This design comes from an exercise in tuning for small area on the open sky130 flow, not from production work. The RTL of this run was laid out without a check of its function. No activity file was given, so power comes from the tool's default toggle rates.

**flow/flow/run.sh**
```bash
#!/bin/bash
# Layout flow: the standard flow (standard.sh, unchanged synthesis), with
# the ports buffered by the smallest buffer and no dummy loads on the clock tree.
set -euo pipefail
bash standard.sh \
  BUFFER_PORTS_ARGS="-buffer_cell sky130_fd_sc_hd__buf_1" \
  CTS_ARGS="-sink_clustering_enable -repair_clock_nets -buf_list {sky130_fd_sc_hd__clkbuf_4 sky130_fd_sc_hd__clkbuf_8} -dont_use_dummy_load" \
  finish > flow.log 2>&1
```
**flow/standard.sh**
```bash
#!/bin/bash
# synth_recipe.tcl (not shown) runs the flow's synth.tcl, then flattens the netlist and writes it again
# the make line also repeats each setting of config.mk as NAME=value (left out here)
make -C /OpenROAD-flow-scripts/flow DESIGN_CONFIG=/design/flow/config.mk WORK_HOME=/design/flow/orfs CLKGATE_MAP_FILE= SYNTH_SCRIPT=/design/flow/synth_recipe.tcl "${@:-finish}"
```
**flow/config.mk**
```make
export PLATFORM = sky130hd
export DESIGN_NAME = fir
export DESIGN_NICKNAME = fir
export VERILOG_FILES = /design/flow/design.v
export SDC_FILE = /design/flow/constraint.sdc
export NUM_CORES = 4
export LEC_CHECK = 0
export CAP_MARGIN = 20
export CORE_MARGIN = 2
export CORE_UTILIZATION = 70
export CTS_BUF_LIST = sky130_fd_sc_hd__clkbuf_4 sky130_fd_sc_hd__clkbuf_8
export GPL_ROUTABILITY_DRIVEN = 0
export GPL_TIMING_DRIVEN = 0
export PLACE_DENSITY = 0.8
export SLEW_MARGIN = 20
export SYNTH_HIERARCHICAL = 1
export SYNTH_MINIMUM_KEEP_SIZE = 0
```
**flow/constraint.sdc**
```tcl
create_clock -name core_clock -period 6.5 [get_ports {clk}]
set_input_delay 1.3000 -clock core_clock [delete_from_list [all_inputs] [get_ports {clk}]]
set_output_delay 1.3000 -clock core_clock [all_outputs]
set_load 0.01 [all_outputs]
```
**flow/design.v**
```verilog
module dff(clk, reset, d, q);
input clk;
input reset;
input  [15:0] d;
output [15:0] q; 
reg    [15:0] q_r;
always @(posedge clk)
begin
    if(reset)
        q_r <= 0;
    else
        q_r <= d;
end
assign q = q_r; 
endmodule
module fir(clk, din, reset, dout);
input clk;
input signed [7:0] din;
input reset;
output signed [15:0] dout;
reg [7:0] x1;
reg [7:0] x2;
reg [7:0] x3;
reg [7:0] x4;
reg [7:0] x5;
reg [7:0] x6;
reg [7:0] x7;
reg [7:0] x8;
reg [7:0] x9;
reg [7:0] x10;
reg [7:0] x11;
reg [7:0] x12;
wire rst_n = ~reset;
wire [7:0] d1;
an r1 (.a(rst_n), .b(din[0]), .y(d1[0]));
an r2 (.a(rst_n), .b(din[1]), .y(d1[1]));
an r3 (.a(rst_n), .b(din[2]), .y(d1[2]));
nd r4 (.a(rst_n), .b(din[3]), .y(d1[3]));
nd r5 (.a(rst_n), .b(din[4]), .y(d1[4]));
nd r6 (.a(rst_n), .b(din[5]), .y(d1[5]));
an r7 (.a(rst_n), .b(din[6]), .y(d1[6]));
nd r8 (.a(rst_n), .b(din[7]), .y(d1[7]));
wire [7:0] d2;
nd r9 (.a(rst_n), .b(x1[0]), .y(d2[0]));
nd r10 (.a(rst_n), .b(x1[1]), .y(d2[1]));
nd r11 (.a(rst_n), .b(x1[2]), .y(d2[2]));
nr r12 (.a(reset), .b(x1[3]), .y(d2[3]));
og r13 (.a(reset), .b(x1[4]), .y(d2[4]));
nr r14 (.a(reset), .b(x1[5]), .y(d2[5]));
nd r15 (.a(rst_n), .b(x1[6]), .y(d2[6]));
nr r16 (.a(reset), .b(x1[7]), .y(d2[7]));
wire [7:0] d3;
nr r17 (.a(reset), .b(x2[0]), .y(d3[0]));
nr r18 (.a(reset), .b(x2[1]), .y(d3[1]));
nr r19 (.a(reset), .b(x2[2]), .y(d3[2]));
an r20 (.a(rst_n), .b(x2[3]), .y(d3[3]));
nr r21 (.a(reset), .b(x2[4]), .y(d3[4]));
an r22 (.a(rst_n), .b(x2[5]), .y(d3[5]));
nr r23 (.a(reset), .b(x2[6]), .y(d3[6]));
nd r24 (.a(rst_n), .b(x2[7]), .y(d3[7]));
wire [7:0] d4;
nd r25 (.a(rst_n), .b(x3[0]), .y(d4[0]));
nd r26 (.a(rst_n), .b(x3[1]), .y(d4[1]));
nd r27 (.a(rst_n), .b(x3[2]), .y(d4[2]));
nd r28 (.a(rst_n), .b(x3[3]), .y(d4[3]));
nd r29 (.a(rst_n), .b(x3[4]), .y(d4[4]));
nd r30 (.a(rst_n), .b(x3[5]), .y(d4[5]));
nd r31 (.a(rst_n), .b(x3[6]), .y(d4[6]));
og r32 (.a(reset), .b(x3[7]), .y(d4[7]));
wire [7:0] d5;
og r33 (.a(reset), .b(x4[0]), .y(d5[0]));
nr r34 (.a(reset), .b(x4[1]), .y(d5[1]));
nr r35 (.a(reset), .b(x4[2]), .y(d5[2]));
nr r36 (.a(reset), .b(x4[3]), .y(d5[3]));
nr r37 (.a(reset), .b(x4[4]), .y(d5[4]));
nr r38 (.a(reset), .b(x4[5]), .y(d5[5]));
og r39 (.a(reset), .b(x4[6]), .y(d5[6]));
nr r40 (.a(reset), .b(x4[7]), .y(d5[7]));
wire [7:0] d6;
og r41 (.a(reset), .b(x5[0]), .y(d6[0]));
nd r42 (.a(rst_n), .b(x5[1]), .y(d6[1]));
nd r43 (.a(rst_n), .b(x5[2]), .y(d6[2]));
nd r44 (.a(rst_n), .b(x5[3]), .y(d6[3]));
nd r45 (.a(rst_n), .b(x5[4]), .y(d6[4]));
nd r46 (.a(rst_n), .b(x5[5]), .y(d6[5]));
nr r47 (.a(reset), .b(x5[6]), .y(d6[6]));
an r48 (.a(rst_n), .b(x5[7]), .y(d6[7]));
wire [7:0] d7;
og r49 (.a(reset), .b(x6[0]), .y(d7[0]));
nr r50 (.a(reset), .b(x6[1]), .y(d7[1]));
nr r51 (.a(reset), .b(x6[2]), .y(d7[2]));
nr r52 (.a(reset), .b(x6[3]), .y(d7[3]));
nr r53 (.a(reset), .b(x6[4]), .y(d7[4]));
nr r54 (.a(reset), .b(x6[5]), .y(d7[5]));
nd r55 (.a(rst_n), .b(x6[6]), .y(d7[6]));
an r56 (.a(rst_n), .b(x6[7]), .y(d7[7]));
wire [7:0] d8;
og r57 (.a(reset), .b(x7[0]), .y(d8[0]));
nd r58 (.a(rst_n), .b(x7[1]), .y(d8[1]));
nd r59 (.a(rst_n), .b(x7[2]), .y(d8[2]));
nd r60 (.a(rst_n), .b(x7[3]), .y(d8[3]));
nd r61 (.a(rst_n), .b(x7[4]), .y(d8[4]));
nd r62 (.a(rst_n), .b(x7[5]), .y(d8[5]));
og r63 (.a(reset), .b(x7[6]), .y(d8[6]));
nd r64 (.a(rst_n), .b(x7[7]), .y(d8[7]));
wire [7:0] d9;
nr r65 (.a(reset), .b(x8[0]), .y(d9[0]));
nr r66 (.a(reset), .b(x8[1]), .y(d9[1]));
nr r67 (.a(reset), .b(x8[2]), .y(d9[2]));
nr r68 (.a(reset), .b(x8[3]), .y(d9[3]));
nr r69 (.a(reset), .b(x8[4]), .y(d9[4]));
nr r70 (.a(reset), .b(x8[5]), .y(d9[5]));
nr r71 (.a(reset), .b(x8[6]), .y(d9[6]));
og r72 (.a(reset), .b(x8[7]), .y(d9[7]));
wire [7:0] d10;
nd r73 (.a(rst_n), .b(x9[0]), .y(d10[0]));
nd r74 (.a(rst_n), .b(x9[1]), .y(d10[1]));
nd r75 (.a(rst_n), .b(x9[2]), .y(d10[2]));
nd r76 (.a(rst_n), .b(x9[3]), .y(d10[3]));
nd r77 (.a(rst_n), .b(x9[4]), .y(d10[4]));
an r78 (.a(rst_n), .b(x9[5]), .y(d10[5]));
nd r79 (.a(rst_n), .b(x9[6]), .y(d10[6]));
nr r80 (.a(reset), .b(x9[7]), .y(d10[7]));
wire [7:0] d11;
og r81 (.a(reset), .b(x10[0]), .y(d11[0]));
nr r82 (.a(reset), .b(x10[1]), .y(d11[1]));
nr r83 (.a(reset), .b(x10[2]), .y(d11[2]));
nr r84 (.a(reset), .b(x10[3]), .y(d11[3]));
nr r85 (.a(reset), .b(x10[4]), .y(d11[4]));
nd r86 (.a(rst_n), .b(x10[5]), .y(d11[5]));
nr r87 (.a(reset), .b(x10[6]), .y(d11[6]));
nd r88 (.a(rst_n), .b(x10[7]), .y(d11[7]));
wire [7:0] d12;
nr r89 (.a(reset), .b(x11[0]), .y(d12[0]));
nd r90 (.a(rst_n), .b(x11[1]), .y(d12[1]));
nd r91 (.a(rst_n), .b(x11[2]), .y(d12[2]));
nd r92 (.a(rst_n), .b(x11[3]), .y(d12[3]));
nd r93 (.a(rst_n), .b(x11[4]), .y(d12[4]));
nr r94 (.a(reset), .b(x11[5]), .y(d12[5]));
nd r95 (.a(rst_n), .b(x11[6]), .y(d12[6]));
nr r96 (.a(reset), .b(x11[7]), .y(d12[7]));
always @(posedge clk) begin
  x1 <= d1;
  x2 <= d2;
  x3 <= d3;
  x4 <= d4;
  x5 <= d5;
  x6 <= d6;
  x7 <= d7;
  x8 <= d8;
  x9 <= d9;
  x10 <= d10;
  x11 <= d11;
  x12 <= d12;
end
wire s1;
wire c2;
wire s3;
wire c4;
wire s5;
wire c6;
wire s7;
wire c8;
wire s9;
wire c10;
wire s11;
wire c12;
wire s13;
wire c14;
wire s15;
wire c16;
wire s17;
wire c18;
wire n19;
wire s20;
wire c21;
wire s22;
wire c23;
wire s24;
wire c25;
wire s26;
wire c27;
wire s28;
wire c29;
wire s30;
wire c31;
wire n32;
wire s33;
wire c34;
wire s35;
wire c36;
wire s37;
wire c38;
wire s39;
wire c40;
wire s41;
wire c42;
wire s43;
wire c44;
wire s45;
wire c46;
wire n47;
wire s48;
wire c49;
wire s50;
wire c51;
wire n52;
wire s53;
wire c54;
wire s55;
wire c56;
wire s57;
wire c58;
wire s59;
wire c60;
wire s61;
wire c62;
wire s63;
wire c64;
wire n65;
wire s66;
wire c67;
wire s68;
wire c69;
wire s70;
wire c71;
wire s72;
wire c73;
wire s74;
wire c75;
wire s76;
wire c77;
wire n78;
wire s79;
wire c80;
wire n81;
wire s82;
wire c83;
wire n84;
wire s85;
wire c86;
wire s87;
wire c88;
wire s89;
wire c90;
wire s91;
wire c92;
wire s93;
wire c94;
wire s95;
wire c96;
wire s97;
wire c98;
wire s99;
wire c100;
wire s101;
wire c102;
wire s103;
wire c104;
wire s105;
wire c106;
wire s107;
wire c108;
wire s109;
wire c110;
wire s111;
wire c112;
wire s113;
wire c114;
wire s115;
wire c116;
wire n117;
wire s118;
wire c119;
wire s120;
wire c121;
wire s122;
wire c123;
wire s124;
wire c125;
wire n126;
wire s127;
wire c128;
wire s129;
wire c130;
wire s131;
wire c132;
wire s133;
wire c134;
wire s135;
wire c136;
wire s137;
wire c138;
wire s139;
wire c140;
wire s141;
wire c142;
wire n143;
wire s144;
wire c145;
wire s146;
wire c147;
wire s148;
wire c149;
wire s150;
wire c151;
wire s152;
wire c153;
wire s154;
wire c155;
wire s156;
wire c157;
wire n158;
wire s159;
wire c160;
wire s161;
wire c162;
wire s163;
wire c164;
wire s165;
wire c166;
wire s167;
wire c168;
wire s169;
wire c170;
wire n171;
wire s172;
wire c173;
wire s174;
wire c175;
wire n176;
wire s177;
wire c178;
wire s179;
wire c180;
wire s181;
wire c182;
wire s183;
wire c184;
wire s185;
wire c186;
wire n187;
wire s188;
wire c189;
wire s190;
wire c191;
wire s192;
wire c193;
wire s194;
wire c195;
wire n196;
wire s197;
wire c198;
wire s199;
wire c200;
wire s201;
wire c202;
wire s203;
wire c204;
wire n205;
wire s206;
wire c207;
wire s208;
wire c209;
wire s210;
wire c211;
wire n212;
wire s213;
wire c214;
wire n215;
wire s216;
wire c217;
wire s218;
wire c219;
wire n220;
wire s221;
wire c222;
wire s223;
wire c224;
wire s225;
wire c226;
wire s227;
wire c228;
wire s229;
wire c230;
wire n231;
wire s232;
wire c233;
wire n234;
wire s235;
wire c236;
wire n237;
wire s238;
wire c239;
wire s240;
wire c241;
wire n242;
wire s243;
wire c244;
wire s245;
wire c246;
wire s247;
wire c248;
wire s249;
wire c250;
wire s251;
wire c252;
wire s253;
wire c254;
wire s255;
wire c256;
wire n257;
wire s258;
wire c259;
wire n260;
wire s261;
wire c262;
wire s263;
wire c264;
wire n265;
wire s266;
wire c267;
wire n268;
wire s269;
wire c270;
wire n271;
wire s272;
wire c273;
wire s274;
wire c275;
wire s276;
wire c277;
wire s278;
wire c279;
wire s280;
wire c281;
wire s282;
wire c283;
wire n284;
wire s285;
wire c286;
wire s287;
wire c288;
wire s289;
wire c290;
wire s291;
wire c292;
wire s293;
wire c294;
wire s295;
wire c296;
wire s297;
wire c298;
wire s299;
wire c300;
wire s301;
wire c302;
wire n303;
wire s304;
wire c305;
wire s306;
wire c307;
wire s308;
wire c309;
wire s310;
wire c311;
wire s312;
wire c313;
wire s314;
wire c315;
wire n316;
wire s317;
wire c318;
wire s319;
wire c320;
wire s321;
wire c322;
wire n323;
wire s324;
wire c325;
wire s326;
wire c327;
wire s328;
wire c329;
wire s330;
wire c331;
wire n332;
wire s333;
wire c334;
wire s335;
wire c336;
wire n337;
wire s338;
wire c339;
wire n340;
wire s341;
wire c342;
wire s343;
wire c344;
wire n345;
wire s346;
wire c347;
wire s348;
wire c349;
wire g350;
wire p351;
wire g352;
wire p353;
wire g354;
wire p355;
wire g356;
wire g357;
wire g358;
wire p359;
wire g360;
wire p361;
wire g362;
wire g363;
wire g364;
wire g365;
wire g366;
wire g367;
wire s368;
wire s369;
wire s370;
wire s371;
wire s372;
wire s373;
wire s374;
wire s375;
ha u2 (.a(x3[0]), .b(x9[0]), .s(s1), .co(c2));
fa u4 (.a(x3[1]), .b(x9[1]), .ci(c2), .s(s3), .co(c4));
fa u6 (.a(x3[2]), .b(x9[2]), .ci(c4), .s(s5), .co(c6));
fa u8 (.a(x3[3]), .b(x9[3]), .ci(c6), .s(s7), .co(c8));
fa u10 (.a(x3[4]), .b(x9[4]), .ci(c8), .s(s9), .co(c10));
fa u12 (.a(x3[5]), .b(x9[5]), .ci(c10), .s(s11), .co(c12));
fa u14 (.a(x3[6]), .b(x9[6]), .ci(c12), .s(s13), .co(c14));
fa u16 (.a(x3[7]), .b(x9[7]), .ci(c14), .s(s15), .co(c16));
xr u18 (.a(x4[0]), .b(x8[0]), .y(s17));
nr v18 (.a(x4[0]), .b(x8[0]), .y(c18));
assign n19 = ~c18;
fa u21 (.a(x4[1]), .b(x8[1]), .ci(n19), .s(s20), .co(c21));
fa u23 (.a(x4[2]), .b(x8[2]), .ci(c21), .s(s22), .co(c23));
fa u25 (.a(x4[3]), .b(x8[3]), .ci(c23), .s(s24), .co(c25));
fa u27 (.a(x4[4]), .b(x8[4]), .ci(c25), .s(s26), .co(c27));
fa u29 (.a(x4[5]), .b(x8[5]), .ci(c27), .s(s28), .co(c29));
fa u31 (.a(x4[6]), .b(x8[6]), .ci(c29), .s(s30), .co(c31));
assign n32 = ~c31;
fa u34 (.a(x4[7]), .b(x8[7]), .ci(n32), .s(s33), .co(c34));
xr u36 (.a(x5[0]), .b(x7[0]), .y(s35));
nr v36 (.a(x5[0]), .b(x7[0]), .y(c36));
fa u38 (.a(x5[1]), .b(x7[1]), .ci(c36), .s(s37), .co(c38));
fa u40 (.a(x5[2]), .b(x7[2]), .ci(c38), .s(s39), .co(c40));
fa u42 (.a(x5[3]), .b(x7[3]), .ci(c40), .s(s41), .co(c42));
fa u44 (.a(x5[4]), .b(x7[4]), .ci(c42), .s(s43), .co(c44));
fa u46 (.a(x5[5]), .b(x7[5]), .ci(c44), .s(s45), .co(c46));
assign n47 = ~c46;
fa u49 (.a(x5[6]), .b(x7[6]), .ci(n47), .s(s48), .co(c49));
fa u51 (.a(x5[7]), .b(x7[7]), .ci(c49), .s(s50), .co(c51));
assign n52 = ~s17;
fa u54 (.a(x12[0]), .b(s1), .ci(n52), .s(s53), .co(c54));
fa u56 (.a(x6[0]), .b(din[0]), .ci(s53), .s(s55), .co(c56));
xr u58 (.a(x12[1]), .b(x1[0]), .y(s57));
nr v58 (.a(x12[1]), .b(x1[0]), .y(c58));
fa u60 (.a(x11[0]), .b(x2[0]), .ci(x10[0]), .s(s59), .co(c60));
fa u62 (.a(x6[0]), .b(x6[1]), .ci(s57), .s(s61), .co(c62));
fa u64 (.a(s3), .b(s20), .ci(s61), .s(s63), .co(c64));
assign n65 = ~s35;
fa u67 (.a(n65), .b(s59), .ci(din[1]), .s(s66), .co(c67));
fa u69 (.a(c54), .b(s63), .ci(s66), .s(s68), .co(c69));
fa u71 (.a(c56), .b(s55), .ci(s68), .s(s70), .co(c71));
xr u73 (.a(x12[2]), .b(x1[1]), .y(s72));
nr v73 (.a(x12[2]), .b(x1[1]), .y(c73));
fa u75 (.a(x10[1]), .b(x6[1]), .ci(x6[2]), .s(s74), .co(c75));
fa u77 (.a(x2[1]), .b(c58), .ci(s17), .s(s76), .co(c77));
assign n78 = ~s72;
fa u80 (.a(x11[1]), .b(s35), .ci(n78), .s(s79), .co(c80));
assign n81 = ~s37;
fa u83 (.a(c60), .b(s74), .ci(n81), .s(s82), .co(c83));
assign n84 = ~s79;
fa u86 (.a(c62), .b(din[2]), .ci(n84), .s(s85), .co(c86));
fa u88 (.a(s5), .b(s22), .ci(c64), .s(s87), .co(c88));
fa u90 (.a(s76), .b(s82), .ci(c67), .s(s89), .co(c90));
fa u92 (.a(s85), .b(s87), .ci(s89), .s(s91), .co(c92));
fa u94 (.a(c69), .b(c71), .ci(s91), .s(s93), .co(c94));
xr u96 (.a(x12[3]), .b(x1[2]), .y(s95));
nr v96 (.a(x12[3]), .b(x1[2]), .y(c96));
fa u98 (.a(x2[2]), .b(x10[2]), .ci(x6[3]), .s(s97), .co(c98));
fa u100 (.a(x6[2]), .b(s95), .ci(s1), .s(s99), .co(c100));
fa u102 (.a(c73), .b(c75), .ci(s97), .s(s101), .co(c102));
fa u104 (.a(x11[2]), .b(s37), .ci(s20), .s(s103), .co(c104));
fa u106 (.a(c77), .b(s99), .ci(din[3]), .s(s105), .co(c106));
fa u108 (.a(c80), .b(s39), .ci(s103), .s(s107), .co(c108));
fa u110 (.a(c83), .b(c86), .ci(s105), .s(s109), .co(c110));
fa u112 (.a(s101), .b(s7), .ci(s24), .s(s111), .co(c112));
fa u114 (.a(c88), .b(c90), .ci(s109), .s(s113), .co(c114));
fa u116 (.a(s111), .b(c92), .ci(s113), .s(s115), .co(c116));
assign n117 = ~s107;
fa u119 (.a(n117), .b(c94), .ci(s115), .s(s118), .co(c119));
fa u121 (.a(x12[4]), .b(x11[3]), .ci(x2[3]), .s(s120), .co(c121));
fa u123 (.a(x1[3]), .b(x10[3]), .ci(x6[4]), .s(s122), .co(c123));
fa u125 (.a(x6[3]), .b(c96), .ci(c98), .s(s124), .co(c125));
assign n126 = ~s120;
fa u128 (.a(s122), .b(n126), .ci(s3), .s(s127), .co(c128));
fa u130 (.a(din[4]), .b(c102), .ci(s124), .s(s129), .co(c130));
fa u132 (.a(s39), .b(s22), .ci(c104), .s(s131), .co(c132));
fa u134 (.a(c100), .b(s127), .ci(c106), .s(s133), .co(c134));
fa u136 (.a(s41), .b(c108), .ci(s131), .s(s135), .co(c136));
fa u138 (.a(s129), .b(c110), .ci(s133), .s(s137), .co(c138));
fa u140 (.a(s9), .b(s26), .ci(c112), .s(s139), .co(c140));
fa u142 (.a(c114), .b(s137), .ci(s139), .s(s141), .co(c142));
assign n143 = ~s135;
fa u145 (.a(n143), .b(c116), .ci(s141), .s(s144), .co(c145));
xr u147 (.a(c119), .b(s144), .y(s146));
nr v147 (.a(c119), .b(s144), .y(c147));
fa u149 (.a(x12[5]), .b(x1[4]), .ci(x2[4]), .s(s148), .co(c149));
fa u151 (.a(x10[4]), .b(x6[4]), .ci(x6[5]), .s(s150), .co(c151));
fa u153 (.a(x11[4]), .b(s35), .ci(c121), .s(s152), .co(c153));
fa u155 (.a(c123), .b(s148), .ci(s150), .s(s154), .co(c155));
fa u157 (.a(din[5]), .b(c125), .ci(c128), .s(s156), .co(c157));
assign n158 = ~s152;
fa u160 (.a(n158), .b(s5), .ci(s154), .s(s159), .co(c160));
fa u162 (.a(s41), .b(s24), .ci(c132), .s(s161), .co(c162));
fa u164 (.a(c130), .b(s156), .ci(c134), .s(s163), .co(c164));
fa u166 (.a(s43), .b(s161), .ci(c136), .s(s165), .co(c166));
fa u168 (.a(s159), .b(s163), .ci(c138), .s(s167), .co(c168));
fa u170 (.a(s11), .b(s28), .ci(c140), .s(s169), .co(c170));
assign n171 = ~s165;
fa u173 (.a(n171), .b(c142), .ci(s169), .s(s172), .co(c173));
fa u175 (.a(s167), .b(c145), .ci(s172), .s(s174), .co(c175));
assign n176 = ~s174;
ha u178 (.a(c147), .b(n176), .s(s177), .co(c178));
fa u180 (.a(x12[6]), .b(x2[5]), .ci(x10[5]), .s(s179), .co(c180));
fa u182 (.a(x1[5]), .b(x11[5]), .ci(x6[5]), .s(s181), .co(c182));
fa u184 (.a(x6[0]), .b(c149), .ci(c151), .s(s183), .co(c184));
fa u186 (.a(x6[6]), .b(s179), .ci(s37), .s(s185), .co(c186));
assign n187 = ~c153;
fa u189 (.a(s181), .b(din[6]), .ci(n187), .s(s188), .co(c189));
fa u191 (.a(c155), .b(s183), .ci(s188), .s(s190), .co(c191));
fa u193 (.a(s7), .b(c157), .ci(c160), .s(s192), .co(c193));
fa u195 (.a(s185), .b(s43), .ci(s26), .s(s194), .co(c195));
assign n196 = ~c162;
fa u198 (.a(s190), .b(n196), .ci(s192), .s(s197), .co(c198));
fa u200 (.a(s45), .b(s194), .ci(c166), .s(s199), .co(c200));
fa u202 (.a(c164), .b(s197), .ci(c168), .s(s201), .co(c202));
fa u204 (.a(s13), .b(s30), .ci(c170), .s(s203), .co(c204));
assign n205 = ~s199;
fa u207 (.a(n205), .b(s201), .ci(s203), .s(s206), .co(c207));
fa u209 (.a(c173), .b(s206), .ci(c175), .s(s208), .co(c209));
xr u211 (.a(x12[7]), .b(x1[6]), .y(s210));
nr v211 (.a(x12[7]), .b(x1[6]), .y(c211));
assign n212 = ~x11[6];
fa u214 (.a(x2[6]), .b(x6[1]), .ci(n212), .s(s213), .co(c214));
assign n215 = ~x6[6];
fa u217 (.a(x10[6]), .b(x6[7]), .ci(n215), .s(s216), .co(c217));
fa u219 (.a(s210), .b(c182), .ci(s213), .s(s218), .co(c219));
assign n220 = ~c180;
fa u222 (.a(n220), .b(s216), .ci(c184), .s(s221), .co(c222));
fa u224 (.a(din[7]), .b(s39), .ci(c186), .s(s223), .co(c224));
fa u226 (.a(s218), .b(c189), .ci(s221), .s(s225), .co(c226));
fa u228 (.a(c191), .b(s9), .ci(s225), .s(s227), .co(c228));
fa u230 (.a(s223), .b(s45), .ci(s28), .s(s229), .co(c230));
assign n231 = ~c195;
fa u233 (.a(c193), .b(n231), .ci(s227), .s(s232), .co(c233));
assign n234 = ~s229;
fa u236 (.a(c198), .b(s48), .ci(n234), .s(s235), .co(c236));
assign n237 = ~c200;
fa u239 (.a(s232), .b(n237), .ci(c202), .s(s238), .co(c239));
fa u241 (.a(s15), .b(c204), .ci(s235), .s(s240), .co(c241));
assign n242 = ~s33;
fa u244 (.a(n242), .b(s238), .ci(c207), .s(s243), .co(c244));
fa u246 (.a(s240), .b(s243), .ci(c209), .s(s245), .co(c246));
xr u248 (.a(x1[7]), .b(x11[7]), .y(s247));
nr v248 (.a(x1[7]), .b(x11[7]), .y(c248));
fa u250 (.a(x2[7]), .b(x10[7]), .ci(x6[2]), .s(s249), .co(c250));
fa u252 (.a(x6[7]), .b(s247), .ci(c214), .s(s251), .co(c252));
fa u254 (.a(c211), .b(c217), .ci(s249), .s(s253), .co(c254));
fa u256 (.a(c219), .b(s251), .ci(s253), .s(s255), .co(c256));
assign n257 = ~s41;
fa u259 (.a(c222), .b(n257), .ci(s255), .s(s258), .co(c259));
assign n260 = ~c224;
fa u262 (.a(n260), .b(c226), .ci(s258), .s(s261), .co(c262));
fa u264 (.a(s11), .b(c228), .ci(s261), .s(s263), .co(c264));
assign n265 = ~c230;
fa u267 (.a(s48), .b(n265), .ci(c233), .s(s266), .co(c267));
assign n268 = ~s30;
fa u270 (.a(n268), .b(c16), .ci(s263), .s(s269), .co(c270));
assign n271 = ~c34;
fa u273 (.a(n271), .b(c236), .ci(s266), .s(s272), .co(c273));
fa u275 (.a(s50), .b(c239), .ci(s269), .s(s274), .co(c275));
fa u277 (.a(c241), .b(s272), .ci(s274), .s(s276), .co(c277));
fa u279 (.a(c244), .b(s276), .ci(c246), .s(s278), .co(c279));
fa u281 (.a(x6[3]), .b(c248), .ci(c252), .s(s280), .co(c281));
fa u283 (.a(c250), .b(s280), .ci(c256), .s(s282), .co(c283));
assign n284 = ~s43;
fa u286 (.a(c254), .b(n284), .ci(s282), .s(s285), .co(c286));
fa u288 (.a(c259), .b(c262), .ci(s285), .s(s287), .co(c288));
fa u290 (.a(s13), .b(c51), .ci(s287), .s(s289), .co(c290));
fa u292 (.a(c264), .b(s50), .ci(s33), .s(s291), .co(c292));
fa u294 (.a(c267), .b(c270), .ci(s289), .s(s293), .co(c294));
fa u296 (.a(c273), .b(c275), .ci(s293), .s(s295), .co(c296));
fa u298 (.a(s291), .b(c277), .ci(s295), .s(s297), .co(c298));
xr u300 (.a(x6[4]), .b(c281), .y(s299));
nd v300 (.a(x6[4]), .b(c281), .y(c300));
fa u302 (.a(s299), .b(c283), .ci(c286), .s(s301), .co(c302));
assign n303 = ~s45;
fa u305 (.a(n303), .b(s301), .ci(c288), .s(s304), .co(c305));
fa u307 (.a(c51), .b(c34), .ci(s304), .s(s306), .co(c307));
fa u309 (.a(s15), .b(c290), .ci(c292), .s(s308), .co(c309));
fa u311 (.a(s306), .b(c294), .ci(s308), .s(s310), .co(c311));
xr u313 (.a(c296), .b(s310), .y(s312));
nr v313 (.a(c296), .b(s310), .y(c313));
fa u315 (.a(x6[5]), .b(s48), .ci(c302), .s(s314), .co(c315));
assign n316 = ~c300;
fa u318 (.a(n316), .b(c16), .ci(s314), .s(s317), .co(c318));
fa u320 (.a(c305), .b(s317), .ci(c307), .s(s319), .co(c320));
fa u322 (.a(c309), .b(s319), .ci(c311), .s(s321), .co(c322));
assign n323 = ~x6[6];
fa u325 (.a(n323), .b(s50), .ci(c318), .s(s324), .co(c325));
fa u327 (.a(c315), .b(s324), .ci(c320), .s(s326), .co(c327));
xr u329 (.a(x6[7]), .b(c51), .y(s328));
nd v329 (.a(x6[7]), .b(c51), .y(c329));
xr u331 (.a(s328), .b(c325), .y(s330));
nr v331 (.a(s328), .b(c325), .y(c331));
assign n332 = ~s208;
ha u334 (.a(c178), .b(n332), .s(s333), .co(c334));
xr u336 (.a(c279), .b(s297), .y(s335));
nr v336 (.a(c279), .b(s297), .y(c336));
assign n337 = ~c298;
ha u339 (.a(s312), .b(n337), .s(s338), .co(c339));
assign n340 = ~s321;
ha u342 (.a(c313), .b(n340), .s(s341), .co(c342));
xr u344 (.a(c322), .b(s326), .y(s343));
nr v344 (.a(c322), .b(s326), .y(c344));
assign n345 = ~c327;
ha u347 (.a(s330), .b(n345), .s(s346), .co(c347));
ha u349 (.a(c329), .b(c331), .s(s348), .co(c349));
assign g350 = 1'b0 | (~s245 & c334);
assign p351 = s335 & ~s278;
assign g352 = c342 | (s341 & c339);
assign p353 = s341 & s338;
assign g354 = c347 | (s346 & c344);
assign p355 = s346 & s343;
assign g356 = 1'b0 | (~s278 & g350);
assign g357 = c336 | (p351 & g350);
assign g358 = c344 | (s343 & g352);
assign p359 = s343 & p353;
assign g360 = g354 | (p355 & g352);
assign p361 = p355 & p353;
assign g362 = c339 | (s338 & g357);
assign g363 = g352 | (p353 & g357);
assign g364 = g358 | (p359 & g357);
assign g365 = g360 | (p361 & g357);
assign g366 = c349 | (s348 & g365);
assign g367 = c349 | (s348 & g365);
xr w368 (.a(s245), .b(c334), .y(s368));
xr w369 (.a(s278), .b(g350), .y(s369));
xn w370 (.a(s335), .b(g356), .y(s370));
xn w371 (.a(s338), .b(g357), .y(s371));
xn w372 (.a(s341), .b(g362), .y(s372));
xn w373 (.a(s343), .b(g363), .y(s373));
xn w374 (.a(s346), .b(g364), .y(s374));
xn w375 (.a(s348), .b(g365), .y(s375));
reg [15:0] y;
wire [15:0] dy;
an r97 (.a(rst_n), .b(s55), .y(dy[0]));
nr r98 (.a(reset), .b(s70), .y(dy[1]));
nr r99 (.a(reset), .b(s93), .y(dy[2]));
nr r100 (.a(reset), .b(s118), .y(dy[3]));
an r101 (.a(rst_n), .b(s146), .y(dy[4]));
an r102 (.a(rst_n), .b(s177), .y(dy[5]));
an r103 (.a(rst_n), .b(s333), .y(dy[6]));
nr r104 (.a(reset), .b(s368), .y(dy[7]));
nr r105 (.a(reset), .b(s369), .y(dy[8]));
nr r106 (.a(reset), .b(s370), .y(dy[9]));
nr r107 (.a(reset), .b(s371), .y(dy[10]));
nr r108 (.a(reset), .b(s372), .y(dy[11]));
nr r109 (.a(reset), .b(s373), .y(dy[12]));
nr r110 (.a(reset), .b(s374), .y(dy[13]));
nr r111 (.a(reset), .b(s375), .y(dy[14]));
nr r112 (.a(reset), .b(g366), .y(dy[15]));
always @(posedge clk) begin
  y <= dy;
end
assign dout = y;
endmodule
module fa(a, b, ci, s, co);
input a, b, ci;
output s, co;
assign s = a ^ b ^ ci;
assign co = (a & b) | (a & ci) | (b & ci);
endmodule
module xr(a, b, y);
input a, b;
output y;
assign y = a ^ b;
endmodule
module xn(a, b, y);
input a, b;
output y;
assign y = ~(a ^ b);
endmodule
module nr(a, b, y);
input a, b;
output y;
assign y = ~(a | b);
endmodule
module nd(a, b, y);
input a, b;
output y;
assign y = ~(a & b);
endmodule
module an(a, b, y);
input a, b;
output y;
assign y = a & b;
endmodule
module og(a, b, y);
input a, b;
output y;
assign y = a | b;
endmodule
module ha(a, b, s, co);
input a, b;
output s, co;
assign s = a ^ b;
assign co = a & b;
endmodule
```
==> summary.txt <==
## kinds of logic (layout without fill, tap and decap cells)
logic type / Yosys count / after routing / share of synthesized area
adder cells (fa/ha/maj): 142 / 142 / 0.463
AND/OR/NAND/NOR: 134 / 134 / 0.0976
flip-flops: 112 / 112 / 0.372
buffers and inverters: 38 / 84 / 0.0237
XOR/XNOR: 22 / 22 / 0.0320
AO/OA/AOI/OAI: 10 / 10 / 0.0112
## synthesized netlist by cell type (2+ instances only)
library cell  count  area share
fa_1            135        0.45
dfxtp_1         112        0.37
nor2_1           60       0.037
nand2_1          44       0.027
inv_1            38       0.024
xor2_1           16       0.023
and2_1           13       0.014
or2_1            10       0.010
ha_1              7       0.015
xnor2_1           6      0.0087
a21oi_1           3      0.0025
and3_1            2      0.0021
o21ai_0           2      0.0017
## layer usage
layer / vias to the layer above / track usage
li1: 1463 / -
met1: 1761 / 0.348
met2: 106 / 0.472
met3: 39 / 0.0556
met4: 0 / 0.0791
met5: - / 0
## cell usage in the layout, fill, tap and decap left out
cell,synthesis,final
o21ai_1,0,1
a21oi_1,3,3
buf_1,0,24
a221o_1,1,1
and4bb_1,1,1
ha_1,7,6
and3_1,2,2
buf_12,0,2
fa_2,0,32
nand2_1,44,44
and2_1,13,13
xnor2_2,0,2
a31o_4,0,1
inv_2,0,2
a21o_4,0,1
xnor2_1,6,4
nor2_1,60,60
o21ai_0,2,1
o31ai_2,0,1
buf_2,0,1
xor2_1,16,16
nor3_2,0,1
nor2b_1,1,1
and2b_2,1,1
fa_1,135,103
dfxtp_4,0,3
or2_4,1,1
ha_2,0,1
dfxtp_1,112,103
buf_4,0,10
dfxtp_2,0,6
o21bai_1,1,1
clkbuf_8,0,9
or2_1,10,10
inv_1,38,36
## state kept, by name, summed over array words and instances, names as in the netlist
register,flops
x10,8
x4,8
x7,8
x6,8
x1,8
x2,8
y,16
x5,8
x9,8
x11,8
x3,8
x8,8
x12,8
## where the power goes
part	total, mW	switching, mW	internal (mW)	leakage, nW
clock network	0.328	0.203	0.125	0.0647
registers	0.758	0.0153	0.743	0.914
logic	1.69	0.820	0.873	1.53
total	2.78	1.04	1.74	2.51
## final timing paths
kind / end / slack [ps] / cells past startpoint
setup / recovery: y[14]$_DFF_P_ / 100 / 16
hold / removal: x12[6]$_DFF_P_ / 370 / 1
setup reg to reg: y[14]$_DFF_P_ / 100 / 16
hold reg to reg: x12[6]$_DFF_P_ / 370 / 1
## final cells by class
class	count	share of cell area
inverter	38	0.0215
timing repair buffer	37	0.0317
clock buffer	9	0.0187
tap	105	0.0198
sequential	112	0.341
multi-input combinational	308	0.567
## timing repair
action	CTS	global route
pin swaps	6	11
cloned	0	0
resized for setup	24	29
endpoints found under the setup margin	6	5
buffers inserted	2	8
## per-module statistics from Yosys (local to each module, per instance), excerpt
module / area, µm² / flip-flops and latches / cells inside / copies in the design
fa: 20.0 / 0 / 1 / 135
fir: 2510 / 112 / 168 / 1
nd: 3.75 / 0 / 1 / 43
og: 6.26 / 0 / 1 / 10
xn: 8.76 / 0 / 1 / 6
xr: 8.76 / 0 / 1 / 16
## per-stage QoR
step	TNS (ps)	utilization
floorplan	0	-
global placement	-466	0.753
detailed placement	-678	0.758
CTS	0	0.781
global route	-112	0.799
finish	0	0.799
==> impl_results.md <==
* Max cap viols at 0
* Avg Inst Size Synth at ~13 µm²
* Min-Delay Path Class: register to register
* Cell count after placement at 590
* DRC Markers at 0
* CP Launch Type: register
* H-tree levels at 3
* Bufs and invs on worst path at 0
* DIE AREA at approximately 9400 µm²
* CORE AREA at roughly 8300 µm²
* Part of the cycle the worst path needs at 0.985
* Syn Nets at between 600 and 700
* TritonRoute pass-1 iters at 4
* Outcome: complete, no violations
* Wire per inst at slightly below 20 µm
* Critical Path AT at roughly 6600 ps
* Starting Density at 0.726
* Clock latency (worst-skew pair) at about 380 ps
* Clock buffer count from CTS at 9
* Worst-margin pin slew at around 530 ps
* DP Area at 6290 µm²
* Max FO, Critical Path at 4
* Area growth, synth to finish at 10.1%
* Area of the multi-input gates at approximately 3800 µm²
* Post-Place Worst Slack at -235 ps
* Ports at 26
* Initial DRC Count at approximately 140
* Hold_ws at between 300 and 400 ps
* Number of flops mapped to enable cells by yosys at 0
* First-pass GRT wire length at around 19000 µm
* Final non-filler cell total at just over 600
* Worst-path clk slew at between 100 and 150 ps
* CP cell instances: fa_1, fa_1, fa_1, fa_1, fa_2, fa_1, fa_2, fa_2, fa_2, fa_1, xor2_1, and4bb_1, or2_4, a31o_4, xnor2_2, nor2_1
* Max-slew violation count at 0
* Kind of cell adding the most delay to the critical path: adder cells
* Setup violations, final at 0
* Slowest stage delay, CP at approximately 560 ps
* Max Buffers Root-to-Sink at 2
* Layout cells sized above 1 at 0.147
* Count of different cell masters after synthesis at 23
* Synthesized cell area at between 6000 and 7000 µm²
* Vias in the first global route at roughly 3.8k
* Peak supply drop at 0.499 mV
* Critical path class: register to register
* Clock Skews at about 33 ps
* Yosys warns at 7
* RSZ-0062 raised after global routing: true
* Grt ovf at 0
* LEAKAGE at approximately 2.5 nW
* DRT Wirelength at 11900 µm
* Vias per cell at between 5 and 6
* Met3 wire len at around 630 µm
* CP max-delay cell: fa_1
* Chip Width at between 90 and 100 µm
* Clock Sinks at approximately 110
* Highest routed layer: met4
* Die H at slightly below 100 µm
* PwrDens at 419 nW/µm²
* Pwr Total at 2.78 mW
* Via count at 3369
* Initial antenna violation count at 0
* Synth Flop Type: dfxtp_1
* DPL Wire Length at between 9000 and 10000 µm
* Asr flop ratio synth at 0
* Final-stage net count at between 600 and 700
* DRT met1 WL at 4480 µm
* Total GRT Usage at 0.271
* Met2 WL post-DR at ~6400 µm
* Critical path's most frequent cell: fa_1
* Buffers on Ports at 25
* Setup WS post-layout at about 100 ps
* Largest net degree at the start of global routing at 48
* Crit end category: register
* Detail Route Antenna Nets at 0
* Post-Syn Instances at roughly 460
* F_max at about 0.16 GHz
* Worst EP required at 6740 ps
* CTS Root Cell: clkbuf_8
* Number of synthesized register bits at roughly 110
* Fin area at 6630 µm²
* CP Launch Point: x2[7]$_DFF_P_
* Final-report hold violation count at 0
* Hold Crit Start: x11[6]$_DFF_P_
* Layout fillers at roughly 460
* Reg area at between 2000 and 2500 µm²
* Seq/Total Area, Yosys at 0.372
* Relative slew slack at 0.648
* Cts hold-fix bufs at 0
* CTS tree: yes
* ANT cells at 0
* Min Tclk post-route at about 6400 ps
* FP Rows at 33
* Worst R2R Start: x2[7]$_DFF_P_

==> afterwards: timing with drivers on the ports <==
The results above use ideal ports. As a check the final layout listed here was re-extracted and re-timed, cells and wires unchanged. Step 1: set_driving_cell puts a clkbuf_16 on clk and a buf_2 on each other input, an assumption about the parent block. Step 2 also shifts input and output timing later by t, the mid clock arrival at the registers, as if the neighbouring blocks saw the same clock. Slacks: ideal / step 1 / step 2; pairs: ideal / step 1.
shift t [ns]: 0.398
setup WS [ns]: 0.097 / 0.097 / -0.081
worst data-port slew with drivers (ns): 0.03
Met with ideal ports but missed after step 2: setup timing in this run. The setup slack of this run moves by 0.000 ns with the drivers and by -0.178 ns with both steps.
